From an optimization exercise on the open Yosys and OpenROAD flow, aimed at small area, a short achievable clock period and few clock cycles; shortcuts taken in it are not production practice. In this exercise RTL edits were held to simulation tests only and were not proved equivalent to the original. Power is estimated from default activity; no workload was simulated.

==> flow/design.v <==
module ks_add(input logic [31:0] a, input logic [31:0] b, input logic cin,
              output logic [31:0] s, output logic co);
    logic [32:0] g0, p0, g1, p1, g2, p2, g3, p3, g4, p4, g5, p5;
    assign g0 = {a & b, cin};
    assign p0 = {a ^ b, 1'b0};
    ks_level #(.D(1))  l1(.gi(g0), .pi(p0), .go(g1), .po(p1));
    ks_level #(.D(2))  l2(.gi(g1), .pi(p1), .go(g2), .po(p2));
    ks_level #(.D(4))  l3(.gi(g2), .pi(p2), .go(g3), .po(p3));
    ks_level #(.D(8))  l4(.gi(g3), .pi(p3), .go(g4), .po(p4));
    ks_level #(.D(16)) l5(.gi(g4), .pi(p4), .go(g5), .po(p5));
    assign s  = p0[32:1] ^ g5[31:0];
    assign co = g5[32] | (p5[32] & cin);
endmodule
module ks_level #(parameter int D = 1)
    (input logic [32:0] gi, input logic [32:0] pi, output logic [32:0] go, output logic [32:0] po);
    assign go[D-1:0] = gi[D-1:0];
    assign po[D-1:0] = pi[D-1:0];
    assign go[32:D]  = gi[32:D] | (pi[32:D] & gi[32-D:0]);
    assign po[32:D]  = pi[32:D] & pi[32-D:0];
endmodule
module ALU(input logic [31:0] a, input logic [31:0] b, input logic cin,
           input logic [4:0] shamt, input logic sra, input logic [8:0] sel,
           input logic [31:0] s,
           output logic [31:0] sum, output logic [31:0] y,
           output logic eq, output logic lt, output logic ltu);
    logic        co;
    logic [31:0] sl, sr;
    ks_add add(.a(a), .b(b), .cin(cin), .s(sum), .co(co));
    assign ltu = ~co;
    assign lt  = (a[31] != b[31]) ? sum[31] : a[31];
    assign eq  = &(a ^ b);
    assign sl = a << shamt;
    assign sr = 32'($signed({sra & a[31], a}) >>> shamt);
    assign y = ({32{sel[0]}} & sum) |
               {31'b0, sel[1] & lt} |
               {31'b0, sel[2] & ltu} |
               ({32{sel[3]}} & (a ^ b)) |
               ({32{sel[4]}} & (a | b)) |
               ({32{sel[5]}} & (a & b)) |
               ({32{sel[6]}} & sl) |
               ({32{sel[7]}} & sr) |
               ({32{sel[8]}} & s);
endmodule
module regfile(input logic clk, input logic wenable,
input logic [4:0] rs1, input logic [4:0] rs2,
input logic [4:0] rd, input logic [31:0] wdata,
output logic [31:0] rd1, output logic [31:0] rd2);
    logic [31:0] regs [1:31];
    logic [31:0] rf [0:31];
    always_comb begin
        rf[0] = 32'b0;
        for (int i = 1; i < 32; i++) rf[i] = regs[i];
    end
    assign rd1 = rf[rs1];
    assign rd2 = rf[rs2];
    always_ff @(posedge clk) begin
        for (int i = 1; i < 32; i++)
            if (wenable && (rd == i[4:0])) regs[i] <= wdata;
    end
endmodule
module cpu_top_pipeline(input logic clk, input logic reset,
output logic [31:0] pc, input logic [31:0] instr,
output logic [31:0] dmem_addr, output logic [31:0] dmem_wdata, output logic dmem_we, input logic [31:0] dmem_rdata,
output logic [31:0] reg_write_data,output logic [4:0] reg_write_addr,
output logic reg_debug);
logic [31:0] a_e, b_e, s_e;
logic [4:0]  rd_e;
logic [8:0]  sel_e;
logic        sra_e, beq_e, blt_e, bltu_e, binv_e;
logic        wr_e, st_e, ld_e, jalr_e, br_e, cin_e;
logic        fal_e, far_e, fbl_e, fbr_e, fsl_e, fsr_e;
logic [4:0]  shamt_e;
logic [31:0] res_m, s_m;
logic [4:0]  rd_m;
logic        wr_m, st_m, ld_m;
logic [31:0] result_m;
assign dmem_addr  = res_m;
assign dmem_wdata = s_m;
assign dmem_we    = st_m;
assign result_m = ld_m ? dmem_rdata : res_m;
logic [31:0] a, b, s, sum, res_e, target;
logic [4:0]  shamt;
logic        taken, redirect, lt, ltu, eq;
assign a = fal_e ? dmem_rdata : (far_e ? res_m : a_e);
assign b = fbl_e ? (dmem_rdata ^ {32{cin_e}}) : (fbr_e ? (res_m ^ {32{cin_e}}) : b_e);
assign s = fsl_e ? dmem_rdata : (fsr_e ? res_m : s_e);
assign shamt = fbl_e ? dmem_rdata[4:0] : (fbr_e ? res_m[4:0] : shamt_e);
ALU alu(.a(a), .b(b), .cin(cin_e), .shamt(shamt), .sra(sra_e), .sel(sel_e), .s(s_e),
        .sum(sum), .y(res_e), .eq(eq), .lt(lt), .ltu(ltu));
assign taken = (beq_e & eq) | (blt_e & lt) | (bltu_e & ltu);
assign redirect = jalr_e | (br_e & (taken ^ binv_e));
assign target   = jalr_e ? {sum[31:1], 1'b0} : s_e;
logic [6:0]  opc;
logic [4:0]  rs1, rs2, rd;
logic [2:0]  f3;
logic        is_lui, is_auipc, is_jal, is_jalr, is_br, is_ld, is_st, is_op, is_opimm;
logic [31:0] imm_i, imm_s, imm_b, imm_u, imm_j;
logic [31:0] rf1, rf2, rv1, rv2;
logic [31:0] pc4, pc_jb;
logic        sub, predict, use_rs2, is_alu;
logic        e1, e2, m1, m2;
assign opc = instr[6:0];
assign rd  = instr[11:7];
assign f3  = instr[14:12];
assign rs1 = instr[19:15];
assign rs2 = instr[24:20];
assign is_lui   = (opc[6:2] == 5'b01101);
assign is_auipc = (opc[6:2] == 5'b00101);
assign is_jal   = (opc[6:2] == 5'b11011);
assign is_jalr  = (opc[6:2] == 5'b11001);
assign is_br    = (opc[6:2] == 5'b11000);
assign is_ld    = (opc[6:2] == 5'b00000);
assign is_st    = (opc[6:2] == 5'b01000);
assign is_opimm = (opc[6:2] == 5'b00100);
assign is_op    = (opc[6:2] == 5'b01100);
assign imm_i = {{20{instr[31]}}, instr[31:20]};
assign imm_s = {{20{instr[31]}}, instr[31:25], instr[11:7]};
assign imm_b = {{19{instr[31]}}, instr[31], instr[7], instr[30:25], instr[11:8], 1'b0};
assign imm_u = {instr[31:12], 12'b0};
assign imm_j = {{11{instr[31]}}, instr[31], instr[19:12], instr[20], instr[30:21], 1'b0};
regfile register_file(
    .clk(clk), .wenable(wr_m),
    .rs1(rs1), .rs2(rs2),
    .rd(rd_m), .wdata(result_m),
    .rd1(rf1), .rd2(rf2)
);
assign e1 = wr_e & (rd_e == rs1);
assign e2 = wr_e & (rd_e == rs2);
assign m1 = wr_m & (rd_m == rs1);
assign m2 = wr_m & (rd_m == rs2);
assign rv1 = m1 ? result_m : rf1;
assign rv2 = m2 ? result_m : rf2;
assign pc4   = pc + 32'd4;
ks_add add_jb(.a(pc), .b(instr[3] ? imm_j : imm_b), .cin(1'b0), .s(pc_jb), .co());
assign sub = is_br | (is_op & ((f3 == 3'd0) ? instr[30] : (f3[2:1] == 2'b01))) |
             (is_opimm & (f3[2:1] == 2'b01));
assign use_rs2 = is_op | is_br;
assign is_alu  = is_op | is_opimm;
assign predict = is_jal | (is_br & (instr[31] | f3[0]));
logic [31:0] pc_pred, pc_redir;
logic        redir_q;
assign pc = redir_q ? pc_redir : pc_pred;
always_ff @(posedge clk or posedge reset) begin
    if (reset) begin
        pc_pred <= 32'b0;
        redir_q <= 1'b0;
    end else begin
        pc_pred <= predict ? pc_jb : pc4;
        redir_q <= redirect;
    end
end
always_ff @(posedge clk) pc_redir <= target;
always_ff @(posedge clk or posedge reset) begin
    if (reset) begin
        wr_e   <= 1'b0;
        st_e   <= 1'b0;
        jalr_e <= 1'b0;
        br_e   <= 1'b0;
        wr_m   <= 1'b0;
        st_m   <= 1'b0;
    end else begin
        wr_e   <= ~redirect & (rd != 5'd0) & ~is_br & ~is_st;
        st_e   <= ~redirect & is_st;
        jalr_e <= ~redirect & is_jalr;
        br_e   <= ~redirect & is_br;
        wr_m   <= wr_e;
        st_m   <= st_e;
    end
end
always_ff @(posedge clk) begin
    rd_e    <= rd;
    ld_e    <= is_ld;
    beq_e   <= (f3[2:1] == 2'b00);
    blt_e   <= (f3[2:1] == 2'b10);
    bltu_e  <= (f3[2:1] == 2'b11);
    binv_e  <= f3[0] ^ predict;
    sra_e   <= instr[30];
    sel_e   <= {is_lui | is_jal | is_jalr,
                is_alu & (f3 == 3'd5), is_alu & (f3 == 3'd1), is_alu & (f3 == 3'd7),
                is_alu & (f3 == 3'd6), is_alu & (f3 == 3'd4), is_alu & (f3 == 3'd3),
                is_alu & (f3 == 3'd2),
                ~(is_alu | is_lui | is_jal | is_jalr) | (is_alu & (f3 == 3'd0))};
    cin_e   <= sub;
    fal_e   <= e1 & ~is_auipc & ld_e;
    far_e   <= e1 & ~is_auipc & ~ld_e;
    fbl_e   <= e2 & use_rs2 & ld_e;
    fbr_e   <= e2 & use_rs2 & ~ld_e;
    fsl_e   <= e2 & is_st & ld_e;
    fsr_e   <= e2 & is_st & ~ld_e;
    a_e     <= is_auipc ? pc : rv1;
    b_e     <= use_rs2 ? (sub ? ~rv2 : rv2) :
               (is_opimm & sub) ? ~imm_i :
               is_st ? imm_s : (is_auipc ? imm_u : imm_i);
    shamt_e <= is_op ? rv2[4:0] : instr[24:20];
    s_e     <= is_st ? rv2 :
               is_br ? (predict ? pc4 : pc_jb) :
               is_lui ? imm_u : pc4;
    rd_m    <= rd_e;
    ld_m    <= ld_e;
    res_m   <= res_e;
    s_m     <= s;
end
always_ff @(posedge clk or posedge reset) begin
    if (reset) reg_debug <= 1'b0;
    else       reg_debug <= wr_m;
end
always_ff @(posedge clk) begin
    reg_write_addr <= rd_m;
    reg_write_data <= result_m;
end
endmodule
clock: 8.0 ns
lec_check: 0
cap_margin: 20
core_margin: 2
core_utilization: 35
place_density: 0.5
setup_slack_margin: 4.2
slew_margin: 20
tns_end_percent: 5
standard.sh (not shown) runs the stock make flow with config.mk's settings and CLKGATE_MAP_FILE= SYNTH_SCRIPT=/design/flow/synth_recipe.tcl, a recipe that flattens the netlist after the stock synthesis.
==> flow/flow/run.sh <==
#!/bin/bash
set -euo pipefail
export BUFFER_PORTS_ARGS="-buffer_cell sky130_fd_sc_hd__buf_2"
export CTS_ARGS="-sink_clustering_enable -repair_clock_nets -dont_use_dummy_load -buf_list {sky130_fd_sc_hd__clkbuf_4 sky130_fd_sc_hd__clkbuf_8}"
bash standard.sh > standard.log 2>&1
Testbench counts at the start, summed over its fixed seeds: cycles 451,214.
Next try:
--- a/flow/design.v
+++ b/flow/design.v
@@ -198,14 +198,9 @@
     rd_m    <= rd_e;
     ld_m    <= ld_e;
     res_m   <= res_e;
     s_m     <= s;
 end
-always_ff @(posedge clk or posedge reset) begin
-    if (reset) reg_debug <= 1'b0;
-    else       reg_debug <= wr_m;
-end
-always_ff @(posedge clk) begin
-    reg_write_addr <= rd_m;
-    reg_write_data <= result_m;
-end
-endmodule
+assign reg_debug      = wr_m;
+assign reg_write_addr = rd_m;
+assign reg_write_data = result_m;
+endmodule
What happened: Power shrinks by a few percent. Clock-buffer cell count came out lower by 6. Cell area is lower by a few percent. Cell count went down slightly. Routed wire length falls slightly. Clock power shrinks by a few percent. Via count drops slightly. Register-to-register slack barely changes. First-iteration DRC count increases by a few percent. Sequential share of layout area increases by 0.19 points.
Testbench counts after the change, summed over its fixed seeds: cycles 451,214.

-- afterwards: timing with drivers on the ports --
Ports are ideal in the flow. The routed layouts listed here were re-timed in OpenROAD.
Step 1: set_driving_cell puts a clkbuf_16 on clk and a buf_2 on each other input, an assumption about the parent block.
Step 2 also shifts input and output timing later by t, the mid clock arrival at the registers, as if the neighbouring blocks saw the same clock.
Three values: no drivers, after step 1, after step 2; two values: the first two.
| run | t (ns) | setup slack, ns | worst setup path after step 2 |
|---|---|---|---|
| the first run | 1.038 | 3.654 / 3.713 / 2.675 | input to register |
| the second run | 1.028 | 3.619 / 3.682 / 2.654 | input to register |
After both steps setup and hold are still met in every run listed. The setup slack of the first run, which loses most, moves by +0.059 ns with the drivers and by -0.979 ns with both steps.
